Source: an optimization exercise on an open RTL-to-GDS flow (aim: small area, a short achievable clock period and few clock cycles). Production flows keep margins and buffers that such runs may drop. Where RTL was checked, it was by simulation tests only, not by an equivalence proof against the original. The RTL of runs 2 to 4 was laid out without a check of its function.

## flow/design.v (module list and top-level ports; edited modules follow where they fit)
// module REG32: 11 lines
// module add_32: 6 lines
// module MUX2T1_32: 7 lines
// module MUX2T1_40: 7 lines
// module cmp_32: 30 lines
// module ImmGen: 26 lines
// module DecodeDispatch: 145 lines
// module REG_ID: 29 lines
// module JumpHandle: 23 lines
// module taggedRegs: 35 lines
// module common_data_bus: 22 lines
// module RS_generic_line: 54 lines
// module RS_ALU_line: 20 lines
// module RS_load_line: 24 lines
// module RS_store_line: 49 lines
// module FU_ALU: 85 lines
// module FU_mul: 34 lines
// module FU_div: 56 lines
// module unit_ALU: 117 lines
// module unit_mul: 102 lines
// module unit_div: 102 lines
// module unit_load_store: 186 lines
// module RV32core: 266 lines
module  RV32core(
		input clk,             
		input rst,             
		output[29:0] imem_addr,   
		input[31:0] imem_rdata,   
		output[29:0] dmem_addr,   
		output dmem_we,           
		output[3:0] dmem_wstrb,   
		output[31:0] dmem_wdata,  
		input[31:0] dmem_rdata,   
		input[4:0] dbg_addr,      
		output[31:0] dbg_data,    
		output halted             
	);
  // ...
==> flow/run.sh <==
#!/bin/bash
# synth_recipe.tcl (not shown) runs the flow's synth.tcl, then flattens the netlist and writes it again
# the make line also repeats each setting of config.mk as NAME=value (left out here)
make -C /OpenROAD-flow-scripts/flow DESIGN_CONFIG=/design/flow/config.mk WORK_HOME=/design/flow/orfs CLKGATE_MAP_FILE= SYNTH_SCRIPT=/design/flow/synth_recipe.tcl finish
==> flow/config.mk <==
export PLATFORM = sky130hd
export DESIGN_NAME = RV32core
export DESIGN_NICKNAME = RV32core
export VERILOG_FILES = /design/flow/design.v
export SDC_FILE = /design/flow/constraint.sdc
export NUM_CORES = 8
export LEC_CHECK = 0
export CAP_MARGIN = 20
export CELL_PAD_IN_SITES_DETAIL_PLACEMENT = 1
export CORE_MARGIN = 2
export CORE_UTILIZATION = 35
export SETUP_SLACK_MARGIN = 0.2
export SLEW_MARGIN = 20
==> flow/constraint.sdc <==
create_clock -name core_clock -period 13.5 [get_ports {clk}]
set_input_delay 2.7000 -clock core_clock [delete_from_list [all_inputs] [get_ports {clk}]]
set_output_delay 2.7000 -clock core_clock [all_outputs]
set_load 0.01 [all_outputs]
==> flow_summary.json, run 1 <==
{
  "syn_area_um2": 219000,
  "ant_nets": 0,
  "worst_slack_ns": 0.215,
  "layout-drive-gt1-share": 0.104,
  "synth_top_family_by_area": "compound AO/OA/AOI/OAI gates",
  "required_ns": 10.80,
  "ctsRootBufferMaster": "clkbuf_16",
  "worstPathArrival_ns": 10.59,
  "multi_input_area_um2": 129000,
  "synth_top_cell_by_area": "dfrtp_1",
  "yosysTopAreaCellShare": 0.286,
  "fp.dieH_um": 795,
  "synth_cells": 24300,
  "synthDistinctLibCells": 109,
  "setup_violations": 0,
  "top_register": "tregs.register",
  "synth-compound-area-share": 0.209,
  "synthFlopType": "dfrtp_1",
  "yosys.cell_count.top_type": "nand2_1",
  "dominant_cells": "multi-input gates",
  "maxCapViolCount": 0,
  "drt_wl_total_um": 1180000,
  "grt_pass1_wl_um": 1660000,
  "yosysSeqAreaShare": 0.359,
  "row_count": 290,
  "critPathSlowestCell": "clkdlybuf4s50_1",
  "initial_core_util": 0.351,
  "cts.repair.resized": 56,
  "cp_cell_sequence": "nor4b_2 -> buf_4 -> or3_1 -> or2_4 -> buf_12 -> a211oi_1 -> a21oi_1 -> nor2_1 -> a21oi_1 -> o21ai_1 -> clkdlybuf4s50_1",
  "outcome": "timing/DRC/antenna clean",
  "startpoint_type": "register"
}
Testbench counts, summed over its fixed seeds: cycles 36,618.
==> module RV32core, before the edit <==
module  RV32core(
		input clk,             
		input rst,             
		output[29:0] imem_addr,   
		input[31:0] imem_rdata,   
		output[29:0] dmem_addr,   
		output dmem_we,           
		output[3:0] dmem_wstrb,   
		output[31:0] dmem_wdata,  
		input[31:0] dmem_rdata,   
		input[4:0] dbg_addr,      
		output[31:0] dbg_data,    
		output halted             
	);
	wire ls_addr_unresolved;   
	wire struct_hazard;        
	wire waw_hazard;           
	wire normal_stall;         
	wire to_jump;              
	wire jump_stall;           
	wire halt_stall;           
	wire[31:0] PC_IF;           
	wire[31:0] next_PC_IF;      
	wire[31:0] PCp4_IF;         
	wire[31:0] PC_jump;         
	wire[31:0] inst_IF;         
	wire ALUSrcA;               
	wire ALUSrcB;               
	wire FU_regWrite;           
	wire ALU_issue;             
	wire mul_issue;             
	wire div_issue;             
	wire load_issue;            
	wire store_issue;           
	wire ujump_issue;           
	wire branch_issue;          
	wire[2:0] ImmSel;           
	wire[3:0] ALU_op;           
	wire[3:0] JUMP_op;          
	wire[31:0] inst_ID;         
	wire[31:0] PC_ID;           
	wire[31:0] Imm;             
	wire[31:0] ls_addr;         
	wire[39:0] rs1_data;        
	wire[39:0] rs2_data;        
	wire[39:0] ALUA;            
	wire[39:0] ALUB;            
	wire ALU_cdb_request;       
	wire mul_cdb_request;       
	wire div_cdb_request;       
	wire load_cdb_request;      
	wire ALU_all_busy;          
	wire mul_all_busy;          
	wire div_all_busy;          
	wire load_all_busy;         
	wire store_all_busy;        
	wire store_conflict_stall;  
	wire ALU_any_busy, mul_any_busy, div_any_busy, ls_any_busy;
	wire[7:0] ALU_issue_tag;    
	wire[7:0] mul_issue_tag;    
	wire[7:0] div_issue_tag;    
	wire[7:0] load_issue_tag;   
	wire[7:0] reg_w_tag;        
	wire[39:0] ALU_cdb_in;      
	wire[39:0] mul_cdb_in;      
	wire[39:0] div_cdb_in;      
	wire[39:0] load_cdb_in;     
	wire[40:0] cdb;             
	REG32 REG_PC(
		.clk(clk),
		.rst(rst),
		.CE(~normal_stall & ~jump_stall & ~halt_stall),   
		.D(next_PC_IF),                     
		.Q(PC_IF)                          
	);
	add_32 add_IF(
		.a(PC_IF),
		.b(32'd4),
		.c(PCp4_IF)                        
	);
	MUX2T1_32 mux_IF(
		.I0(PCp4_IF),                       
		.I1(PC_jump),                       
		.s(to_jump),                        
		.o(next_PC_IF)                      
	);
	assign imem_addr = PC_IF[31:2];
	assign inst_IF = imem_rdata;
	REG_ID reg_ID(
		.clk(clk),
		.rst(rst),
		.EN(~normal_stall & ~jump_stall & ~halt_stall),   
		.flush(to_jump & ~jump_stall),      
		.PCOUT(PC_IF),                      
		.IR(inst_IF),                       
		.IR_ID(inst_ID),                    
		.PCurrent_ID(PC_ID),                
		.valid()                            
	);
	DecodeDispatch dispatch(
		.inst(inst_ID),                     
		.ujump_dispatch(ujump_issue),        
		.branch_dispatch(branch_issue),      
		.ALU_dispatch(ALU_issue),           
		.mul_dispatch(mul_issue),           
		.div_dispatch(div_issue),           
		.load_dispatch(load_issue),         
		.store_dispatch(store_issue),       
		.ImmSel(ImmSel),                    
		.ALU_op(ALU_op),                    
		.JUMP_op(JUMP_op),                  
		.ALUSrcA(ALUSrcA),                 
		.ALUSrcB(ALUSrcB),                 
		.FU_regWrite(FU_regWrite)           
	);
	ImmGen imm_gen(
		.ImmSel(ImmSel),                    
		.inst_field(inst_ID),               
		.Imm_out(Imm)                       
	);
	wire[4:0] raddr_A = halt_stall ? dbg_addr : inst_ID[19:15];
	assign reg_w_tag = ALU_issue_tag | mul_issue_tag | div_issue_tag | load_issue_tag;
	taggedRegs tregs(
		.clk(clk),
		.rst(rst),
		.FU_regWrite(FU_regWrite & ~normal_stall),  
		.ujump_wb(ujump_issue & ~jump_stall),       
		.raddr_A(raddr_A),                  
		.rdata_A(rs1_data),                 
		.raddr_B(inst_ID[24:20]),           
		.rdata_B(rs2_data),                 
		.waddr(inst_ID[11:7]),              
		.w_tag(reg_w_tag),                  
		.cdb(cdb),                          
		.PC(PC_ID),                         
		.Debug_addr(5'd0),                  
		.Debug_regs()                       
	);
	MUX2T1_40 mux_imm_ALU_A(
		.I0(rs1_data),                      
		.I1({8'd0,PC_ID}),                  
		.s(ALUSrcA),                        
		.o(ALUA)                            
	);
	MUX2T1_40 mux_imm_ALU_B(
		.I0(rs2_data),                      
		.I1({8'd0,Imm}),                    
		.s(ALUSrcB),                        
		.o(ALUB)                            
	);
	JumpHandle jh(
		.branch_issue(branch_issue),         
		.ujump_issue(ujump_issue),           
		.JUMP_op(JUMP_op),                  
		.q_rs1_in(rs1_data[39:32]),         
		.q_rs2_in(rs2_data[39:32]),         
		.rs1_data_in(rs1_data[31:0]),       
		.rs2_data_in(rs2_data[31:0]),       
		.imm(Imm),                          
		.PC(PC_ID),                         
		.cdb(cdb),                          
		.PC_jump(PC_jump),                  
		.to_jump(to_jump),                  
		.jump_stall(jump_stall)             
	);
	add_32 add_addr(
		.a(rs1_data[31:0]),                
		.b(Imm),                            
		.c(ls_addr)                         
	);
	assign ls_addr_unresolved = |rs1_data[39:32] & (load_issue | store_issue);
	assign struct_hazard =  ALU_issue & ALU_all_busy |
							mul_issue & mul_all_busy |
							div_issue & div_all_busy |
							load_issue & load_all_busy |
							store_issue & store_all_busy;
	assign waw_hazard = store_issue & store_conflict_stall;
	assign normal_stall = ls_addr_unresolved | struct_hazard | waw_hazard;
	assign halt_stall = inst_ID == 32'h00100073;
	assign halted = halt_stall & ~(ALU_any_busy | mul_any_busy | div_any_busy | ls_any_busy);
	assign dbg_data = rs1_data[31:0];
	unit_ALU alu(
		.clk(clk),
		.rst(rst),
		.issue(ALU_issue & ~normal_stall),   
		.cdb(cdb),                          
		.ALUControl_in(ALU_op),             
		.q1_in(ALUA[39:32]),                
		.v1_in(ALUA[31:0]),                 
		.q2_in(ALUB[39:32]),                
		.v2_in(ALUB[31:0]),                 
		.all_busy(ALU_all_busy),            
		.any_busy(ALU_any_busy),            
		.cdb_request(ALU_cdb_request),      
		.cdb_out(ALU_cdb_in),               
		.issue_tag(ALU_issue_tag)            
	);
	unit_mul mul(
		.clk(clk),
		.rst(rst),
		.issue(mul_issue & ~normal_stall),   
		.cdb(cdb),                          
		.op_in(inst_ID[13:12]),             
		.q1_in(rs1_data[39:32]),            
		.v1_in(rs1_data[31:0]),             
		.q2_in(rs2_data[39:32]),            
		.v2_in(rs2_data[31:0]),             
		.all_busy(mul_all_busy),            
		.any_busy(mul_any_busy),            
		.cdb_request(mul_cdb_request),      
		.cdb_out(mul_cdb_in),               
		.issue_tag(mul_issue_tag)            
	);
	unit_div div(
		.clk(clk),
		.rst(rst),
		.issue(div_issue & ~normal_stall),   
		.cdb(cdb),                          
		.op_in(inst_ID[13:12]),             
		.q1_in(rs1_data[39:32]),            
		.v1_in(rs1_data[31:0]),             
		.q2_in(rs2_data[39:32]),            
		.v2_in(rs2_data[31:0]),             
		.all_busy(div_all_busy),            
		.any_busy(div_any_busy),            
		.cdb_request(div_cdb_request),      
		.cdb_out(div_cdb_in),               
		.issue_tag(div_issue_tag)            
	);
	unit_load_store ls(
		.clk(clk),
		.rst(rst),
		.cdb(cdb),                          
		.cdb_request(load_cdb_request),      
		.cdb_out(load_cdb_in),               
		.ls_addr_in(ls_addr),                
		.ls_u_b_h_w_in(inst_ID[14:12]),      
		.store_issue(store_issue & ~normal_stall),   
		.store_q_data_in(rs2_data[39:32]),   
		.store_data_in(rs2_data[31:0]),      
		.store_all_busy(store_all_busy),     
		.load_issue(load_issue & ~normal_stall),     
		.load_all_busy(load_all_busy),       
		.load_issue_tag(load_issue_tag),     
		.store_conflict_stall(store_conflict_stall),   
		.any_busy(ls_any_busy),              
		.dmem_addr(dmem_addr),
		.dmem_we(dmem_we),
		.dmem_wstrb(dmem_wstrb),
		.dmem_wdata(dmem_wdata),
		.dmem_rdata(dmem_rdata)
	);
	common_data_bus bus(
		.clk(clk),
		.rst(rst),
		.cdb(cdb),                          
		.ALU_cdb_request(ALU_cdb_request),   
		.ALU_cdb_in(ALU_cdb_in),            
		.mul_cdb_request(mul_cdb_request),   
		.mul_cdb_in(mul_cdb_in),            
		.div_cdb_request(div_cdb_request),   
		.div_cdb_in(div_cdb_in),            
		.ls_cdb_request(load_cdb_request),   
		.ls_cdb_in(load_cdb_in)             
	);
endmodule
==> run 2, diff against run 1 <==
==> flow/design.v (replaced) <==
`timescale 1ns / 1ps
module regfile(
	input clk, rst,
	input we,
	input[4:0] waddr,
	input[31:0] wdata,
	input[4:0] raddr_a, raddr_b,
	output[31:0] rdata_a, rdata_b
);
	reg[31:1] valid;
	wire[31:0] vld = {valid, 1'b0};
	wire[31:0] regs [0:31];
	assign regs[0] = 32'b0;
	genvar i;
	generate
		for(i = 1; i < 32; i = i + 1) begin : g_reg
			reg[31:0] r;
			always @(posedge clk)
				if(we && waddr == i) r <= wdata;
			assign regs[i] = r;
		end
	endgenerate
	always @(posedge clk or posedge rst)
		if(rst) valid <= 31'b0;
		else if(we && waddr != 5'd0) valid[waddr] <= 1'b1;
	assign rdata_a = regs[raddr_a] & {32{vld[raddr_a]}};
	assign rdata_b = regs[raddr_b] & {32{vld[raddr_b]}};
endmodule
`timescale 1ns / 1ps
module mul_unit(
	input clk, rst,
	input go,
	input[1:0] op,
	input[31:0] a, b,
	output done,
	output[31:0] res
);
	reg[1:0] cnt;
	reg[33:0] hi;
	reg[23:0] lo;
	wire a_signed = op == 2'b01 || op == 2'b10;
	wire b_signed = op == 2'b01;
	wire[32:0] a_ext = {a_signed & a[31], a};
	reg[8:0] chunk;
	always @* begin
		case(cnt)
			2'd0: chunk = {1'b0, b[7:0]};
			2'd1: chunk = {1'b0, b[15:8]};
			2'd2: chunk = {1'b0, b[23:16]};
			default: chunk = {b_signed & b[31], b[31:24]};
		endcase
	end
	wire signed[41:0] prod = $signed(a_ext) * $signed(chunk);
	wire signed[41:0] acc = (cnt == 2'd0) ? 42'sd0 : {{8{hi[33]}}, hi};
	wire signed[41:0] sum = acc + prod;
	always @(posedge clk or posedge rst)
		if(rst) cnt <= 2'd0;
		else if(go) cnt <= cnt + 2'd1;
	always @(posedge clk)
		if(go) begin
			hi <= sum[41:8];
			lo <= {sum[7:0], lo[23:8]};
		end
	assign done = go && cnt == 2'd3;
	assign res = (op == 2'b00) ? {sum[7:0], lo} : sum[39:8];
endmodule
`timescale 1ns / 1ps
module div_unit(
	input clk, rst,
	input go,
	input[1:0] op,
	input[31:0] a, b,
	output done,
	output[31:0] res
);
	reg busy;
	reg[4:0] cnt;
	reg[31:0] R, D, Q;
	reg q_neg, r_neg;
	wire sgn = ~op[0];
	wire a_neg = sgn & a[31];
	wire b_neg = sgn & b[31];
	wire[31:0] ua = a_neg ? -a : a;
	wire[31:0] ub = b_neg ? -b : b;
	function [5:0] clz32(input[31:0] x);
		integer k;
		begin
			clz32 = 6'd32;
			for(k = 0; k < 32; k = k + 1)
				if(x[k]) clz32 = 6'd31 - k[5:0];
		end
	endfunction
	wire[5:0] za = clz32(ua);
	wire[5:0] zb = clz32(ub);
	wire b_zero = b == 32'd0;
	wire b_big = zb < za;             
	wire[4:0] sh = zb[4:0] - za[4:0];
	wire[32:0] diff = {1'b0, R} - {1'b0, D};
	wire fits = ~diff[32];
	wire[31:0] Rn = fits ? diff[31:0] : R;
	wire[31:0] Qn = {Q[30:0], fits};
	always @(posedge clk or posedge rst)
		if(rst) begin
			busy <= 1'b0;
			cnt <= 5'd0;
		end
		else if(go) begin
			if(!busy) begin
				busy <= ~(b_zero | b_big);
				cnt <= sh;
			end
			else begin
				cnt <= cnt - 5'd1;
				if(cnt == 5'd0) busy <= 1'b0;
			end
		end
	always @(posedge clk)
		if(go) begin
			if(!busy) begin
				R <= ua;
				D <= ub << sh;
				Q <= 32'd0;
				q_neg <= a_neg ^ b_neg;
				r_neg <= a_neg;
			end
			else begin
				R <= Rn;
				D <= {1'b0, D[31:1]};
				Q <= Qn;
			end
		end
	assign done = go & (busy ? cnt == 5'd0 : (b_zero | b_big));
	wire[31:0] q_fin = q_neg ? -Qn : Qn;
	wire[31:0] r_fin = r_neg ? -Rn : Rn;
	assign res = busy ? (op[1] ? r_fin : q_fin) :
	             (op[1] ? a : {32{b_zero}});
endmodule
`timescale 1ns / 1ps
module RV32core(
		input clk,
		input rst,
		output[29:0] imem_addr,
		input[31:0] imem_rdata,
		output[29:0] dmem_addr,
		output dmem_we,
		output[3:0] dmem_wstrb,
		output[31:0] dmem_wdata,
		input[31:0] dmem_rdata,
		input[4:0] dbg_addr,
		output[31:0] dbg_data,
		output halted
	);
	reg ex_valid;
	reg ex_load, ex_store, ex_branch, ex_jal, ex_jalr, ex_md, ex_passb, ex_wr;
	reg ex_sub, ex_alt;
	reg[2:0] ex_f3;
	reg[4:0] ex_rd;
	reg[31:0] ex_a, ex_b, ex_imm;
	reg[29:0] ex_t;
	reg[29:0] pc_f;
	reg halt_r;
	wire redirect;
	wire[29:0] redirect_pc;
	wire ex_hold;
	wire wb_en;
	wire[31:0] wb_data;
	wire[29:0] fpc = redirect ? redirect_pc : pc_f;
	assign imem_addr = fpc;
	wire[31:0] inst = imem_rdata;
	wire[29:0] fpc_p1 = fpc + 30'd1;
	wire[4:0] op5 = inst[6:2];
	wire[2:0] f3 = inst[14:12];
	wire[4:0] rd = inst[11:7];
	wire[4:0] rs1 = inst[19:15];
	wire[4:0] rs2 = inst[24:20];
	wire d_load   = op5 == 5'b00000;
	wire d_store  = op5 == 5'b01000;
	wire d_branch = op5 == 5'b11000;
	wire d_jalr   = op5 == 5'b11001;
	wire d_jal    = op5 == 5'b11011;
	wire d_opimm  = op5 == 5'b00100;
	wire d_op     = op5 == 5'b01100;
	wire d_auipc  = op5 == 5'b00101;
	wire d_lui    = op5 == 5'b01101;
	wire d_system = op5 == 5'b11100;    
	wire d_md     = d_op & inst[25];
	wire[31:0] imm_i = {{20{inst[31]}}, inst[31:20]};
	wire[31:0] imm_s = {{20{inst[31]}}, inst[31:25], inst[11:7]};
	wire[31:0] imm_b = {{20{inst[31]}}, inst[7], inst[30:25], inst[11:8], 1'b0};
	wire[31:0] imm_u = {inst[31:12], 12'b0};
	wire[31:0] imm_j = {{12{inst[31]}}, inst[19:12], inst[20], inst[30:21], 1'b0};
	wire[31:0] pc_rel = {fpc, 2'b00} + (d_jal ? imm_j : d_branch ? imm_b : imm_u);
	wire[31:0] rf_a, rf_b;
	regfile rf(
		.clk(clk), .rst(rst),
		.we(wb_en), .waddr(ex_rd), .wdata(wb_data),
		.raddr_a(halt_r ? dbg_addr : rs1), .raddr_b(rs2),
		.rdata_a(rf_a), .rdata_b(rf_b)
	);
	assign dbg_data = rf_a;
	wire[31:0] rs1v = (wb_en && ex_rd == rs1) ? wb_data : rf_a;
	wire[31:0] rs2v = (wb_en && ex_rd == rs2) ? wb_data : rf_b;
	wire issue = ~ex_hold & ~d_system & ~halt_r;
	always @(posedge clk or posedge rst) begin
		if(rst) begin
			pc_f <= 30'd0;
			halt_r <= 1'b0;
		end
		else begin
			pc_f <= issue ? fpc_p1 : fpc;
			if(d_system & ~ex_hold) halt_r <= 1'b1;
		end
	end
	always @(posedge clk or posedge rst) begin
		if(rst) ex_valid <= 1'b0;
		else if(~ex_hold) ex_valid <= issue;
	end
	always @(posedge clk) begin
		if(issue) begin
			ex_load   <= d_load;
			ex_store  <= d_store;
			ex_branch <= d_branch;
			ex_jal    <= d_jal;
			ex_jalr   <= d_jalr;
			ex_md     <= d_md;
			ex_passb  <= d_lui | d_auipc | d_jal | d_jalr;
			ex_wr     <= ~(d_store | d_branch) & (rd != 5'd0);
			ex_sub    <= d_branch | (d_op & inst[30] & f3 == 3'd0) | ((d_op | d_opimm) & f3[2:1] == 2'b01);
			ex_alt    <= inst[30];
			ex_f3     <= f3;
			ex_rd     <= rd;
			ex_a      <= rs1v;
			ex_b      <= d_opimm ? imm_i :
			             d_lui ? imm_u :
			             d_auipc ? pc_rel :
			             (d_jal | d_jalr) ? {fpc_p1, 2'b00} : rs2v;
			ex_imm    <= d_store ? imm_s : imm_i;
			ex_t      <= pc_rel[31:2];
		end
	end
	wire[31:0] bx = ex_b ^ {32{ex_sub}};
	wire[32:0] sum = {1'b0, ex_a} + {1'b0, bx} + {32'd0, ex_sub};
	wire ltu = ~sum[32];
	wire lt = (ex_a[31] ^ ex_b[31]) ? ex_a[31] : sum[31];
	wire[31:0] xorv = ex_a ^ ex_b;
	wire eq = ~|xorv;
	wire[4:0] shamt = ex_b[4:0];
	wire[31:0] sll = ex_a << shamt;
	wire[31:0] srx = $signed({ex_alt & ex_a[31], ex_a}) >>> shamt;
	reg[31:0] alu;
	always @* begin
		case(ex_f3)
			3'd0: alu = sum[31:0];
			3'd1: alu = sll;
			3'd2: alu = {31'd0, lt};
			3'd3: alu = {31'd0, ltu};
			3'd4: alu = xorv;
			3'd5: alu = srx;
			3'd6: alu = ex_a | ex_b;
			default: alu = ex_a & ex_b;
		endcase
	end
	wire cond = ex_f3[2] ? (ex_f3[1] ? ltu : lt) : eq;
	wire taken = cond ^ ex_f3[0];
	wire[31:0] agu = ex_a + ex_imm;
	assign redirect = ex_valid & (ex_jal | ex_jalr | ex_branch & taken);
	assign redirect_pc = ex_jalr ? agu[31:2] : ex_t;
	wire[1:0] la = agu[1:0];
	assign dmem_addr = agu[31:2];
	assign dmem_we = ex_valid & ex_store;
	assign dmem_wstrb = ex_f3[1] ? 4'b1111 :
	                    ex_f3[0] ? (4'b0011 << la) : (4'b0001 << la);
	assign dmem_wdata = ex_f3[1] ? ex_b :
	                    ex_f3[0] ? {2{ex_b[15:0]}} : {4{ex_b[7:0]}};
	wire[31:0] rsh = dmem_rdata >> {la, 3'b000};
	wire[31:0] ldata = ex_f3[1] ? dmem_rdata :
	                   ex_f3[0] ? {{16{~ex_f3[2] & rsh[15]}}, rsh[15:0]} :
	                              {{24{~ex_f3[2] & rsh[7]}}, rsh[7:0]};
	wire mul_done, div_done;
	wire[31:0] mul_res, div_res;
	wire md_go = ex_valid & ex_md;
	mul_unit mu(.clk(clk), .rst(rst), .go(md_go & ~ex_f3[2]), .op(ex_f3[1:0]),
		.a(ex_a), .b(ex_b), .done(mul_done), .res(mul_res));
	div_unit du(.clk(clk), .rst(rst), .go(md_go & ex_f3[2]), .op(ex_f3[1:0]),
		.a(ex_a), .b(ex_b), .done(div_done), .res(div_res));
	wire md_done = ex_f3[2] ? div_done : mul_done;
	assign ex_hold = md_go & ~md_done;
	assign wb_en = ex_valid & ex_wr & ~ex_hold;
	assign wb_data = ex_passb ? ex_b :
	                 ex_load ? ldata :
	                 ex_md ? (ex_f3[2] ? div_res : mul_res) : alu;
	assign halted = halt_r;
endmodule
==> flow_summary.json, run 2 <==
{
  "outcome": "timing/DRC/antenna clean",
  "row_count": 187,
  "skew_ns": 0.0643,
  "fp.dieArea_um2": 266000,
  "final_cells": 12400,
  "cts_tree": "done",
  "fin_nets": 9495,
  "reg2reg_depth": 26,
  "syn_area_um2": 91500,
  "final_area_um2": 104000,
  "antenna_found_initial": 31,
  "rsz0062_at_grt": "no",
  "end_kind": "output pin",
  "wl_per_cell_um": 39.3,
  "synth_top_cell_by_area": "edfxtp_1",
  "grt_pass1_vias": 85800,
  "ctsRootBufferMaster": "clkbuf_16",
  "crit_start": "imem_rdata[17]",
  "period_share": 0.831,
  "post_drt_via_cell_ratio": 6.98,
  "hpwl_um": 329000,
  "dr.pass1.iters": 10,
  "drt-initial-drc-count": 16000,
  "min-delay-start": "mu.lo[11]",
  "synth_cells": 8767,
  "area_growth_pct": 13.6,
  "cts_max_path_buffers": 3,
  "synthDistinctLibCells": 114,
  "ant_nets": 0,
  "cp_cell_sequence": "clkdlybuf4s50_1 -> mux2i_1 -> nor2b_1 -> nand2b_1 -> nor2_4 -> buf_4 -> a22oi_1 -> nand4_1 -> nor3_1 -> nor2_1 -> clkdlybuf4s50_1",
  "cts_buffers": 148,
  "numPlacedInstances": 12200,
  "yosysSeqAreaShare": 0.436,
  "io_pins": 201,
  "synth_commonest_cells": "edfxtp_1, nand2_1, nor2_1, clkbuf_1",
  "drv_slew": 0,
  "drc_errors": 0,
  "largest_register_ffs": 992,
  "avgSynthCellArea_um2": 10.4,
  "fillCellCount": 28400,
  "slowest_delay_ns": 0.98,
  "reg2reg_from": "mu.cnt[0]",
  "core_area_um2": 260000,
  "required_ns": 10.80,
  "grt_pass1_wl_um": 673000,
  "crit_fanout": 17,
  "cts_htree_levels": 4,
  "critPathKind": "input port to output pin",
  "max_freq_mhz": 89.1,
  "hold_class": "register to register",
  "path_clk_slew_ns": 0.06,
  "initial_core_util": 0.352,
  "grtUsageTotal": 0.357,
  "maxCapViolCount": 0,
  "die_w_um": 515,
  "yosys.cell_count.top_type": "edfxtp_1",
  "critPathSlowestCell": "nor2_4",
  "startpoint_type": "input port",
  "mostFrequentLayoutCells": "edfxtp_1, nand2_1, nor2_1, inv_1, a21oi_1",
  "yosys_register_bits": 1341,
  "fp.dieH_um": 515,
  "tns_ns": 0,
  "slew_headroom": 0.0481,
  "port_buffers": 198,
  "synthFlopType": "edfxtp_1",
  "synth_edf_count": 1270,
  "synth_nets": 9439,
  "yosysTopAreaCellShare": 0.417,
  "clock-sinks": 1341,
  "top_register": "rf.g.r",
  "holdPathStages": 0,
  "cts.repair.resized": 0,
  "hold_viol": 0,
  "tightestPinTransition_ns": 1.42,
  "yosys_warnings": 4,
  "top_regs": "rf.g.r x992, mu.hi x34",
  "layout-drive-gt1-share": 0.0990,
  "gp_congestion": 1.06,
  "setup_violations": 0,
  "crit_top_cell": "clkdlybuf4s50_1",
  "vias": 86900,
  "placed_area_um2": 98900,
  "min_period_ns": 11.22,
  "holdBufCountCts": 0,
  "worstPathArrival_ns": 8.52,
  "grt_max_degree": 80,
  "final_common_cell": "edfxtp_1",
  "postCtsSetupBuffers": 0,
  "synthTopCellsByArea": "edfxtp_1, fa_1, ha_1, a22oi_1, nand2_1",
  "synth_async_sr_flop_share": 0.0529,
  "drt_wl_total_um": 489000,
  "clkLatencyLatePin_ns": 0.84,
  "gr-total-overflow": 0
}
-- run 2: cell count changes in the layout (fill, tap and decap cells not counted), moves of 894 or more --
cell      delta
nand2_1   -2165
o21ai_0   -1121
dfrtp_1   -2389
a21oi_1   -1697
a211oi_1  -1099
edfxtp_1  +1136
inv_1      -894
-- run 2: final timing paths --
check                                     end  slack (ns)
max                               dbg_data[5]        2.28
min                                  mu.lo[3]        0.45
max reg2reg                rf.g_reg[27].r[28]        2.67
min reg2reg                          mu.lo[3]        0.45
max in group asynchronous             du.busy        9.99
min in group asynchronous              halt_r        2.29
-- run 2: final cells by class --
cell class,count,area [um2],share of cell area
Antenna cell,14,35.0,0.000337
Sequential cell,1341,39900,0.384
Multi-Input combinational cell,6354,48600,0.467
Tap cell,3496,4370,0.0421
Inverter,461,1740,0.0167
Timing Repair Buffer,517,4420,0.0425
Clock inverter,83,1000,0.00966
Clock buffer,183,3880,0.0373
-- run 2: logic make-up after synthesis --
| logic type | count (synthesis) | synth area share |
|---|---|---|
| adder cells (fa/ha/maj) | 601 | 0.105 |
| buffers and inverters | 1072 | 0.0449 |
| AO/OA/AOI/OAI | 2654 | 0.207 |
| AND/OR/NAND/NOR | 2425 | 0.127 |
| XOR/XNOR | 360 | 0.0345 |
| multiplexers | 314 | 0.0452 |
| flip-flops | 1341 | 0.436 |
-- run 2: per-stage QoR --
stage / util / setup WS, ns / hold WS (ns)
after floorplan: - / 3.74 / 0.426
after global placement: 0.380 / 2.88 / 0.430
after detailed placement: 0.381 / 2.63 / 0.442
after CTS: 0.399 / 2.57 / 0.453
after global routing: 0.400 / 2.46 / 0.468
final: 0.400 / 2.28 / 0.454
-- run 2: worst max-delay path: cells and delay by family --
family	cells	cell delay (ns)
buffers and inverters	3	1.87
AOI/OAI and AO/OA	1	0.15
muxes	1	0.60
and+or+nand+nor	6	3.12
-- run 2: per-layer routing --
layer  vias up  global-route usage  share of wire
met4        38               0.281           0.10
met5         -              0.0117         0.0014
met2      7786               0.518           0.41
met1     43100               0.423           0.34
li1      33500                   -              -
met3      2452               0.134           0.14
==> run 3, diff against run 2 <==
--- a/flow/design.v
+++ b/flow/design.v
@@ -25,61 +25,87 @@
 		else if(we && waddr != 5'd0) valid[waddr] <= 1'b1;
-	assign rdata_a = regs[raddr_a] & {32{vld[raddr_a]}};
-	assign rdata_b = regs[raddr_b] & {32{vld[raddr_b]}};
-endmodule
-`timescale 1ns / 1ps
-module mul_unit(
-	input clk, rst,
-	input go,
-	input[1:0] op,
-	input[31:0] a, b,
-	output done,
-	output[31:0] res
-);
-	reg[1:0] cnt;
-	reg[33:0] hi;
-	reg[23:0] lo;
-	wire a_signed = op == 2'b01 || op == 2'b10;
-	wire b_signed = op == 2'b01;
-	wire[32:0] a_ext = {a_signed & a[31], a};
-	reg[8:0] chunk;
+	wire[31:0] sel_a = vld & (32'd1 << raddr_a);
+	wire[31:0] sel_b = vld & (32'd1 << raddr_b);
+	reg[31:0] ra, rb;
+	integer k;
 	always @* begin
-		case(cnt)
-			2'd0: chunk = {1'b0, b[7:0]};
-			2'd1: chunk = {1'b0, b[15:8]};
-			2'd2: chunk = {1'b0, b[23:16]};
-			default: chunk = {b_signed & b[31], b[31:24]};
-		endcase
-	end
-	wire signed[41:0] prod = $signed(a_ext) * $signed(chunk);
-	wire signed[41:0] acc = (cnt == 2'd0) ? 42'sd0 : {{8{hi[33]}}, hi};
-	wire signed[41:0] sum = acc + prod;
-	always @(posedge clk or posedge rst)
-		if(rst) cnt <= 2'd0;
-		else if(go) cnt <= cnt + 2'd1;
-	always @(posedge clk)
-		if(go) begin
-			hi <= sum[41:8];
-			lo <= {sum[7:0], lo[23:8]};
+		ra = 32'd0;
+		rb = 32'd0;
+		for(k = 1; k < 32; k = k + 1) begin
+			ra = ra | (regs[k] & {32{sel_a[k]}});
+			rb = rb | (regs[k] & {32{sel_b[k]}});
 		end
-	assign done = go && cnt == 2'd3;
-	assign res = (op == 2'b00) ? {sum[7:0], lo} : sum[39:8];
+	end
+	assign rdata_a = ra;
+	assign rdata_b = rb;
 endmodule
 `timescale 1ns / 1ps
-module div_unit(
+module md_unit(
 	input clk, rst,
-	input go,
-	input[1:0] op,
-	input[31:0] a, b,
-	output done,
+	input start,                
+	input[2:0] f3_in,
+	input[4:0] rd_in,
+	input[31:0] a_in, b_in,
+	input cancel,               
+	input slot_free,            
+	output active,              
+	output[4:0] rd,
+	output wr,                  
+	output done,                
 	output[31:0] res
 );
-	reg busy;
+	reg busy, setup;
+	reg is_div;
+	reg[1:0] op;
 	reg[4:0] cnt;
-	reg[31:0] R, D, Q;
+	reg[4:0] rd_r;
+	reg wr_r;
+	reg[31:0] X, Y;
+	reg[33:0] Z;
 	reg q_neg, r_neg;
+	reg bp;
+	wire a_signed = op == 2'b01 || op == 2'b10;
+	wire b_signed = op == 2'b01;
+	wire last = cnt[1:0] == 2'd3;
+	wire[34:0] ax = {{3{a_signed & X[31]}}, X};
+	wire[8:0] cb = {Y[7:0], bp & ~setup};
+	reg[41:0] row [0:5];
+	integer j;
+	always @* begin
+		row[0] = setup ? 42'd0 : {{8{Z[33]}}, Z};
+		for(j = 0; j < 4; j = j + 1) begin : booth
+			reg one, two, neg;
+			reg[34:0] mag;
+			one = cb[2*j] ^ cb[2*j+1];
+			two = (cb[2*j+2] & ~cb[2*j+1] & ~cb[2*j]) | (~cb[2*j+2] & cb[2*j+1] & cb[2*j]);
+			neg = cb[2*j+2];
+			mag = one ? ax : two ? {ax[33:0], 1'b0} : 35'd0;
+			row[j+1] = {{7{mag[34] ^ neg}}, mag ^ {35{neg}}} << (2*j);
+		end
+		row[5] = (last & ~b_signed & Y[7]) ? ({{7{ax[34]}}, ax} << 8) : 42'd0;
+		row[2][0] = cb[2];
+		row[3][2] = cb[4];
+		row[4][4] = cb[6];
+		row[5][6] = cb[8];
+	end
+	function [83:0] csa(input[41:0] a, input[41:0] b, input[41:0] c);
+		csa = {(a & b | a & c | b & c) << 1, a ^ b ^ c};
+	endfunction
+	wire[83:0] l1a = csa(row[0], row[1], row[2]);
+	wire[83:0] l1b = csa(row[3], row[4], row[5]);
+	wire[83:0] l2 = csa(l1a[41:0], l1a[83:42], l1b[41:0]);
+	wire[83:0] l3 = csa(l2[41:0], l2[83:42], l1b[83:42]);
+	wire[41:0] msum = l3[41:0] + l3[83:42];
+	wire[31:0] mul_res = (op == 2'b00) ? {msum[7:0], Y[31:8]} : msum[39:8];
 	wire sgn = ~op[0];
-	wire a_neg = sgn & a[31];
-	wire b_neg = sgn & b[31];
-	wire[31:0] ua = a_neg ? -a : a;
-	wire[31:0] ub = b_neg ? -b : b;
+	wire a_neg = sgn & X[31];
+	wire b_neg = sgn & Y[31];
+	wire[32:0] diff = {1'b0, Z[31:0]} - {1'b0, X};
+	wire fits = ~diff[32];
+	wire[31:0] Rn = fits ? diff[31:0] : Z[31:0];
+	wire[31:0] Qn = {Y[30:0], fits};
+	wire[31:0] n_in = setup ? X : (op[1] ? Rn : Qn);
+	wire n_neg = setup ? a_neg : (op[1] ? r_neg : q_neg);
+	wire[31:0] n_out = n_neg ? -n_in : n_in;
+	wire[31:0] ua = n_out;
+	wire[31:0] ub = b_neg ? -Y : Y;
 	function [5:0] clz32(input[31:0] x);
@@ -94,30 +120,52 @@
 	wire[5:0] zb = clz32(ub);
-	wire b_zero = b == 32'd0;
-	wire b_big = zb < za;             
+	wire b_zero = Y == 32'd0;
+	wire b_big = zb < za;
+	wire early = b_zero | b_big;
 	wire[4:0] sh = zb[4:0] - za[4:0];
-	wire[32:0] diff = {1'b0, R} - {1'b0, D};
-	wire fits = ~diff[32];
-	wire[31:0] Rn = fits ? diff[31:0] : R;
-	wire[31:0] Qn = {Q[30:0], fits};
-	always @(posedge clk or posedge rst)
+	wire[31:0] div_res = setup ? (op[1] ? X : {32{b_zero}}) : n_out;
+	wire fin = busy & (is_div ? (setup ? early : cnt == 5'd0) : last);
+	wire step = busy & ~(fin & ~slot_free);    
+	assign active = busy;
+	assign rd = rd_r;
+	assign wr = wr_r;
+	assign done = fin & slot_free;
+	assign res = is_div ? div_res : mul_res;
+	always @(posedge clk or posedge rst) begin
 		if(rst) begin
 			busy <= 1'b0;
+			setup <= 1'b0;
+			wr_r <= 1'b0;
+		end
+		else if(start) begin
+			busy <= 1'b1;
+			setup <= 1'b1;
+			wr_r <= rd_in != 5'd0;
+		end
+		else begin
+			if(step) setup <= 1'b0;
+			if(done) busy <= 1'b0;
+			if(cancel) wr_r <= 1'b0;
+		end
+	end
+	always @(posedge clk) begin
+		if(start) begin
+			X <= a_in;
+			Y <= b_in;
+			op <= f3_in[1:0];
+			is_div <= f3_in[2];
+			rd_r <= rd_in;
 			cnt <= 5'd0;
 		end
-		else if(go) begin
-			if(!busy) begin
-				busy <= ~(b_zero | b_big);
-				cnt <= sh;
+		else if(step) begin
+			if(!is_div) begin
+				Y <= {msum[7:0], Y[31:8]};
+				Z <= msum[41:8];
+				bp <= Y[7];
+				cnt <= cnt + 5'd1;
 			end
-			else begin
-				cnt <= cnt - 5'd1;
-				if(cnt == 5'd0) busy <= 1'b0;
-			end
-		end
-	always @(posedge clk)
-		if(go) begin
-			if(!busy) begin
-				R <= ua;
-				D <= ub << sh;
-				Q <= 32'd0;
+			else if(setup) begin
+				Z <= {2'b00, ua};
+				X <= ub << sh;
+				Y <= 32'd0;
+				cnt <= sh;
 				q_neg <= a_neg ^ b_neg;
@@ -126,12 +174,9 @@
 			else begin
-				R <= Rn;
-				D <= {1'b0, D[31:1]};
-				Q <= Qn;
+				Z <= {2'b00, Rn};
+				X <= {1'b0, X[31:1]};
+				Y <= Qn;
+				cnt <= cnt - 5'd1;
 			end
 		end
-	assign done = go & (busy ? cnt == 5'd0 : (b_zero | b_big));
-	wire[31:0] q_fin = q_neg ? -Qn : Qn;
-	wire[31:0] r_fin = r_neg ? -Rn : Rn;
-	assign res = busy ? (op[1] ? r_fin : q_fin) :
-	             (op[1] ? a : {32{b_zero}});
+	end
 endmodule
@@ -153,3 +198,3 @@
 	reg ex_valid;
-	reg ex_load, ex_store, ex_branch, ex_jal, ex_jalr, ex_md, ex_passb, ex_wr;
+	reg ex_load, ex_store, ex_branch, ex_jal, ex_jalr, ex_passb, ex_wr;
 	reg ex_sub, ex_alt;
@@ -163,5 +208,8 @@
 	wire[29:0] redirect_pc;
-	wire ex_hold;
 	wire wb_en;
+	wire[4:0] wb_rd;
 	wire[31:0] wb_data;
+	wire md_active, md_wr, md_done;
+	wire[4:0] md_rd;
+	wire[31:0] md_res;
 	wire[29:0] fpc = redirect ? redirect_pc : pc_f;
@@ -195,3 +243,3 @@
 		.clk(clk), .rst(rst),
-		.we(wb_en), .waddr(ex_rd), .wdata(wb_data),
+		.we(wb_en), .waddr(wb_rd), .wdata(wb_data),
 		.raddr_a(halt_r ? dbg_addr : rs1), .raddr_b(rs2),
@@ -200,5 +248,13 @@
 	assign dbg_data = rf_a;
-	wire[31:0] rs1v = (wb_en && ex_rd == rs1) ? wb_data : rf_a;
-	wire[31:0] rs2v = (wb_en && ex_rd == rs2) ? wb_data : rf_b;
-	wire issue = ~ex_hold & ~d_system & ~halt_r;
+	wire[31:0] rs1v = (wb_en && wb_rd == rs1) ? wb_data : rf_a;
+	wire[31:0] rs2v = (wb_en && wb_rd == rs2) ? wb_data : rf_b;
+	wire d_use1 = ~(d_lui | d_auipc | d_jal);
+	wire d_use2 = d_op | d_store | d_branch;
+	wire d_writes = ~(d_store | d_branch) & (rd != 5'd0);
+	wire md_pending = md_active & ~md_done;          
+	wire md_raw = md_pending & md_wr & (d_use1 & rs1 == md_rd | d_use2 & rs2 == md_rd);
+	wire md_busy = md_pending & d_md;
+	wire issue = ~md_raw & ~md_busy & ~d_system & ~halt_r;
+	wire md_start = issue & d_md;
+	wire md_cancel = issue & d_writes & (rd == md_rd);
 	always @(posedge clk or posedge rst) begin
@@ -210,3 +266,3 @@
 			pc_f <= issue ? fpc_p1 : fpc;
-			if(d_system & ~ex_hold) halt_r <= 1'b1;
+			if(d_system & ~md_pending) halt_r <= 1'b1;
 		end
@@ -215,6 +271,6 @@
 		if(rst) ex_valid <= 1'b0;
-		else if(~ex_hold) ex_valid <= issue;
+		else ex_valid <= issue & ~d_md;
 	end
 	always @(posedge clk) begin
-		if(issue) begin
+		begin
 			ex_load   <= d_load;
@@ -224,5 +280,4 @@
 			ex_jalr   <= d_jalr;
-			ex_md     <= d_md;
 			ex_passb  <= d_lui | d_auipc | d_jal | d_jalr;
-			ex_wr     <= ~(d_store | d_branch) & (rd != 5'd0);
+			ex_wr     <= d_writes;
 			ex_sub    <= d_branch | (d_op & inst[30] & f3 == 3'd0) | ((d_op | d_opimm) & f3[2:1] == 2'b01);
@@ -278,15 +333,12 @@
 	                              {{24{~ex_f3[2] & rsh[7]}}, rsh[7:0]};
-	wire mul_done, div_done;
-	wire[31:0] mul_res, div_res;
-	wire md_go = ex_valid & ex_md;
-	mul_unit mu(.clk(clk), .rst(rst), .go(md_go & ~ex_f3[2]), .op(ex_f3[1:0]),
-		.a(ex_a), .b(ex_b), .done(mul_done), .res(mul_res));
-	div_unit du(.clk(clk), .rst(rst), .go(md_go & ex_f3[2]), .op(ex_f3[1:0]),
-		.a(ex_a), .b(ex_b), .done(div_done), .res(div_res));
-	wire md_done = ex_f3[2] ? div_done : mul_done;
-	assign ex_hold = md_go & ~md_done;
-	assign wb_en = ex_valid & ex_wr & ~ex_hold;
-	assign wb_data = ex_passb ? ex_b :
-	                 ex_load ? ldata :
-	                 ex_md ? (ex_f3[2] ? div_res : mul_res) : alu;
+	wire ex_wen = ex_valid & ex_wr;
+	md_unit md(.clk(clk), .rst(rst), .start(md_start), .f3_in(f3), .rd_in(rd),
+		.a_in(rs1v), .b_in(rs2v), .cancel(md_cancel), .slot_free(~ex_wen),
+		.active(md_active), .rd(md_rd), .wr(md_wr), .done(md_done), .res(md_res));
+	wire md_wen = md_done & md_wr;
+	assign wb_en = ex_wen | md_wen;
+	assign wb_rd = ex_wen ? ex_rd : md_rd;
+	assign wb_data = ~ex_wen ? md_res :
+	                 ex_passb ? ex_b :
+	                 ex_load ? ldata : alu;
 	assign halted = halt_r;
--- a/flow/config.mk
+++ b/flow/config.mk
@@ -7,2 +7,3 @@
 export LEC_CHECK = 0
+export ABC_CLOCK_PERIOD_IN_PS = 7000
 export CAP_MARGIN = 20
@@ -11,3 +12,3 @@
 export CORE_UTILIZATION = 35
-export SETUP_SLACK_MARGIN = 0.2
+export SETUP_SLACK_MARGIN = 5.0
 export SLEW_MARGIN = 20
==> flow_summary.json, run 3 <==
{
  "drv_slew": 0,
  "grt_pass1_vias": 85700,
  "final_common_cell": "edfxtp_1",
  "gr-total-overflow": 0,
  "min_period_ns": 8.73,
  "synth_edf_count": 1101,
  "io_pins": 201,
  "syn_area_um2": 86900,
  "dr.pass1.iters": 12,
  "die_w_um": 502,
  "holdPathStages": 1,
  "row_count": 182,
  "setup_violations": 0,
  "drc_errors": 0,
  "core_area_um2": 246000,
  "cts_buffers": 142,
  "drt_wl_total_um": 508000,
  "drt-initial-drc-count": 16500,
  "ant_nets": 0,
  "initial_core_util": 0.353,
  "synth_commonest_cells": "edfxtp_1, nor2_1, clkbuf_1, nand2_1, a21oi_1",
  "reg2reg_depth": 35,
  "skew_ns": 0.106,
  "synth_cells": 8579,
  "synth_nets": 9063,
  "largest_register_ffs": 992,
  "clock-sinks": 1294,
  "cts_htree_levels": 4,
  "end_kind": "register",
  "vias": 89200,
  "synth_top_cell_by_area": "edfxtp_1",
  "clkLatencyLatePin_ns": 0.85,
  "critPathKind": "register to register",
  "max_freq_mhz": 115,
  "crit_top_cell": "o21ai_0",
  "ctsRootBufferMaster": "clkbuf_16",
  "yosysSeqAreaShare": 0.429,
  "tightestPinTransition_ns": 1.34,
  "synthTopCellsByArea": "edfxtp_1, ha_1, a22oi_1, fa_1, a221oi_1",
  "yosys.cell_count.top_type": "edfxtp_1",
  "path_clk_slew_ns": 0.07,
  "synthDistinctLibCells": 114,
  "whs_ns": 0.520,
  "cts_tree": "done",
  "hold_viol": 0,
  "critPathSlowestCell": "or4_4",
  "layout-drive-gt1-share": 0.182,
  "yosysTopAreaCellShare": 0.381,
  "post_drt_via_cell_ratio": 7.23,
  "outcome": "timing/DRC/antenna clean",
  "antenna_found_initial": 47,
  "maxCapViolCount": 0,
  "top_regs": "rf.g.r x992, md.Z x34",
  "worstPathArrival_ns": 9.24,
  "startpoint_type": "register",
  "slowest_delay_ns": 0.57,
  "wl_per_cell_um": 41.1,
  "slew_headroom": 0.103,
  "grt_pass1_wl_um": 685000,
  "yosys_warnings": 4,
  "hold_class": "register to register",
  "port_buffers": 198,
  "synthFlopType": "edfxtp_1",
  "required_ns": 14.02,
  "synth_async_sr_flop_share": 0.0510,
  "tns_ns": 0,
  "fin_nets": 9381,
  "mostFrequentLayoutCells": "edfxtp_1, nor2_1, nand2_1, buf_4, a21oi_1",
  "holdBufCountCts": 0,
  "rsz0062_at_grt": "yes",
  "fp.dieArea_um2": 252000,
  "gp_congestion": 1.01,
  "cts_max_path_buffers": 3,
  "area_growth_pct": 21.4,
  "grt_max_degree": 94,
  "period_share": 0.647,
  "crit_fanout": 8,
  "avgSynthCellArea_um2": 10.1,
  "top_register": "rf.g.r",
  "grtUsageTotal": 0.384,
  "fp.dieH_um": 502,
  "yosys_register_bits": 1294,
  "hpwl_um": 320000
}
## run 3: cell count changes in the layout (fill, tap and decap cells not counted), moves of 62 or more
cell	change
buf_12	+71
edfxtp_1	-169
and2_1	-137
buf_4	+178
o21ai_0	-71
inv_1	-152
ha_1	-75
nor2_1	+81
mux2i_1	+62
fa_1	-135
nand2_1	-188
dfxtp_1	+112
## run 3: final timing paths
| kind | from | end | slack (ns) |
|---|---|---|---|
| max in group asynchronous | rst | md.setup | 10.24 |
| setup / recovery | md.X[13] | md.Y[17] | 4.77 |
| setup reg to reg | md.X[13] | md.Y[17] | 4.77 |
| hold reg to reg | rf.valid[17] | rf.valid[17] | 0.52 |
| min in group asynchronous | rst | rf.valid[2] | 2.47 |
| hold / removal | rf.valid[17] | rf.valid[17] | 0.52 |
## run 3: timing repair
action	in CTS	in global routing
resized for setup	558	342
pin swaps	134	112
buffers inserted	231	93
gates cloned	15	9
setup endpoints to repair	2173	1569
## run 3: worst max-delay path, delay by kind of cell, from the launching register on
family	cells	cell delay, ns
AOI/OAI and AO/OA	12	2.37
adders and majority gates	3	0.84
buffers and inverters	8	1.34
DFF	1	0.48
muxes	2	0.59
and+or+nand+nor	10	2.74
## run 3: cells by family after synthesis
family	synth area share
fa+ha+maj	0.0721
xor+xnor	0.0456
compound gates	0.230
flops	0.429
mux	0.0541
buf+inv	0.0449
simple gates	0.125
## run 3: layout make-up
cell class / instances / area (um2)
Tap cell: 3312 / 4140
Timing Repair Buffer: 851 / 8460
Clock inverter: 88 / 1110
Clock buffer: 168 / 3740
Antenna cell: 24 / 60.1
Sequential cell: 1294 / 37300
Fill cell: 26800 / 141000
Timing Repair inverter: 3 / 21.3
Inverter: 330 / 1310
Multi-Input combinational cell: 6275 / 49300
## run 3: through the flow
step	cells	area, um2	setup WS (ns)	util
after floorplan	8579	87000	5.02	-
after global placement	11700	93400	1.78	0.379
after detailed placement	11700	93400	1.67	0.379
after CTS	12200	103000	4.95	0.417
after global routing	12300	105000	4.63	0.428
final	12300	105000	4.77	0.428
## run 3: layer usage
layer,track usage,up-vias,wire length (um)
li1,-,33800,-
met5,0.000579,-,540
met4,0.305,38,52300
met3,0.150,2856,75300
met2,0.551,8346,207000
met1,0.455,44100,173000
==> run 4, diff against run 3 <==
--- a/flow/config.mk
+++ b/flow/config.mk
@@ -7,2 +7,3 @@
 export LEC_CHECK = 0
+export ABC_AREA = 1
 export ABC_CLOCK_PERIOD_IN_PS = 7000
==> flow_summary.json, run 4 <==
{
  "outcome": "finished with violations",
  "so.violations": "max-capacitance violations, max-slew violations",
  "path_clk_slew_ns": 0.07,
  "period_share": 0.644,
  "critPathKind": "input port to output pin",
  "crit_fanout": 9,
  "syn_area_um2": 86000,
  "drv_slew": 3,
  "vias": 96700,
  "synthFlopType": "edfxtp_1",
  "required_ns": 10.80,
  "final_common_cell": "nand2_1",
  "core_area_um2": 244000,
  "mostFrequentLayoutCells": "nand2_1, inv_1, edfxtp_1, o21ai_0, nor2_1",
  "max_freq_mhz": 115,
  "reg2reg_from": "md.Y[7]",
  "clock-sinks": 1294,
  "yosysSeqAreaShare": 0.433,
  "cts_tree": "done",
  "gp_congestion": 1.04,
  "end_kind": "output pin",
  "grtUsageTotal": 0.399,
  "antenna_found_initial": 55,
  "seqCellArea_um2": 37300,
  "yosys_warnings": 4,
  "reg2reg_depth": 33,
  "critPathSlowestCell": "nor3_4",
  "cts_buffers": 148,
  "largest_register_ffs": 992,
  "drc_errors": 0,
  "fillCellCount": 28400,
  "hold_viol": 0,
  "fp.dieArea_um2": 250000,
  "yosysTopAreaCellShare": 0.385,
  "yosys_register_bits": 1294,
  "ctsRootBufferMaster": "clkbuf_16",
  "tns_ns": 0,
  "row_count": 181,
  "grt_max_degree": 79,
  "cts_max_path_buffers": 3,
  "synth_cells": 10300,
  "holdPathStages": 2,
  "reg2reg_slack_ns": 4.86,
  "setup_violations": 0,
  "fin_nets": 11300,
  "synth_edf_count": 1101,
  "drt-initial-drc-count": 17700,
  "synth_nets": 10800,
  "cp_cell_sequence": "dlygate4sd2_1 -> o21ai_4 -> buf_12 -> nor2_4 -> nand2_2 -> nor3_4 -> buf_12 -> buf_8 -> clkinvlp_4 -> buf_6 -> o21ai_1 -> nor4_2 -> nand4_1 -> buf_4 -> dlygate4sd2_1",
  "port_buffers": 198,
  "hold_class": "register to register",
  "fp.dieH_um": 500,
  "startpoint_type": "input port",
  "slowest_delay_ns": 0.42,
  "tightestPinTransition_ns": 1.55,
  "synth_top_cell_by_area": "edfxtp_1",
  "rsz0062_at_grt": "yes",
  "grt_pass1_wl_um": 706000,
  "drt_wl_total_um": 528000,
  "synth_commonest_cells": "nand2_1, inv_1, edfxtp_1, o21ai_0, nor2_1",
  "io_pins": 201,
  "cts_htree_levels": 4,
  "min-delay-start": "md.cnt[0]",
  "die_w_um": 500,
  "numPlacedInstances": 13500,
  "hpwl_um": 332000,
  "cpLargestDelayFamily": "buffers and inverters",
  "grt_pass1_vias": 91700,
  "ant_nets": 0,
  "multi_input_area_um2": 44800,
  "worst-path-buf-inv": 8,
  "synthTopCellsByArea": "edfxtp_1, nand2_1, o21ai_0, inv_1, ha_1",
  "synthDistinctLibCells": 79,
  "r2r_end": "md.X[27]",
  "skew_ns": 0.0649,
  "top_regs": "rf.g.r x992, md.Z x34",
  "min_to": "md.cnt[0]",
  "top_register": "rf.g.r",
  "clkLatencyLatePin_ns": 0.89,
  "avgSynthCellArea_um2": 8.31,
  "area_growth_pct": 22.3,
  "maxCapViolCount": 1,
  "yosys.cell_count.top_type": "nand2_1",
  "holdBufCountCts": 0,
  "worstPathArrival_ns": 5.99,
  "initial_core_util": 0.353,
  "layout-drive-gt1-share": 0.138,
  "min_period_ns": 8.69,
  "final_cells": 14200,
  "gr-total-overflow": 0,
  "slew_headroom": -0.0486,
  "wl_per_cell_um": 37.1,
  "synth_async_sr_flop_share": 0.0510,
  "post_drt_via_cell_ratio": 6.79,
  "dr.pass1.iters": 12
}
## run 4: cell count changes in the layout (fill, tap and decap cells not counted), sizes merged, moves of 124 or more
cell | before | now
a22oi | 396 | 68
inv | 323 | 1228
o22ai | 32 | 159
nand2 | 548 | 2560
xor2 | 170 | 294
o21ai | 376 | 1017
xnor2 | 282 | 60
a22o | 277 | 32
mux2i | 264 | 22
## run 4: what timing repair did
item,in CTS,in global routing
endpoints found under the setup margin,2028,1620
pin swaps,87,86
buffers inserted,213,105
cloned,18,12
gates resized for setup,564,366
## run 4: stage by stage
stage | setup slack (ns) | cell area [um2] | util | hold WS [ns]
final | 4.81 | 105000 | 0.432 | 0.531
after global placement | 2.27 | 92900 | 0.381 | 0.480
after CTS | 4.81 | 102000 | 0.420 | 0.509
after detailed placement | 2.17 | 92900 | 0.381 | 0.489
after global routing | 4.74 | 105000 | 0.431 | 0.560
after floorplan | 4.75 | 86000 | - | 0.424
## run 4: cell type report
| cell class | instances | area share |
|---|---|---|
| antenna | 94 | 0.00224 |
| clock buffer | 199 | 0.0391 |
| clock inverter | 73 | 0.00991 |
| inverter | 1292 | 0.0487 |
| multi-input combinational | 7251 | 0.426 |
| sequential | 1294 | 0.354 |
| tap | 3202 | 0.0381 |
| timing repair buffer | 827 | 0.0808 |
| timing repair inverter | 7 | 0.000464 |
## run 4: metal layers
metal  vias up  GRT usage  part of all wire
met4        47      0.334              0.11
met5         -     0.0293            0.0030
met2      9566      0.555              0.40
met3      3265      0.177              0.15
met1     46700      0.466              0.33
li1      37100          -                 -
## run 4: worst max-delay path by stage
stage / from / end / cells past startpoint
floorplan: md.X[31] / rf.g_reg[12].r[0] / 54
global placement: md.X[31] / md.X[31] / 55
detailed placement: md.X[31] / md.X[26] / 55
CTS: dbg_addr[1] / dbg_data[26] / 15
global route: md.Z[0] / ex_b[19] / 69
finish: imem_rdata[17] / dbg_data[22] / 15
## run 4: cell families (layout without fill, tap and decap cells)
| family | count (synthesis) | after routing | share of synthesized area |
|---|---|---|---|
| and+or+nand+nor | 3835 | 3841 | 0.183 |
| AOI/OAI and AO/OA | 2621 | 2621 | 0.192 |
| other | 0 | 94 | 0 |
| buffers and inverters | 1803 | 2398 | 0.0800 |
| xor gates and xnor gates | 354 | 354 | 0.0362 |
| muxes | 22 | 22 | 0.00256 |
| adders and majority gates | 413 | 413 | 0.0729 |
| DFF | 1294 | 1294 | 0.433 |
## run 4: worst min-delay path, cell delays in order (launching register included)
cell	delay, ns
dfxtp_1	0.37
a22oi_1	0.08
inv_1	0.05

## separate check: timing with driven ports
In the flow no input, the clock included, has a driving cell. The finished layouts below were timed again as built, in two steps. Step 1 sets driving cells, clkbuf_16 on the clock port and buf_2 on the other inputs (assumed; they add their load-dependent delay and slew). Step 2 also shifts input and output timing later by t, the mid clock arrival at the registers, as if the neighbouring blocks saw the same clock. Three values: no drivers, after step 1, after step 2; two values: the first two.
| run | t (ns) | slack for setup (ns) | worst setup path after step 2 | worst data-port slew with drivers (ns) | cell pins on the clock port's net |
|---|---|---|---|---|---|
| run 2 | 0.898 | 2.280 / 2.257 / 2.257 | input to output | 0.06 | 1 |
| run 3 | 0.897 | 4.771 / 4.771 / 4.322 | input to register | 0.05 | 1 |
| run 4 | 0.943 | 4.808 / 4.770 / 4.763 | input to register | 0.10 | 1 |
For run 3, which loses most, drivers alone change the setup slack by 0.000 ns; drivers and shift together by -0.449 ns.
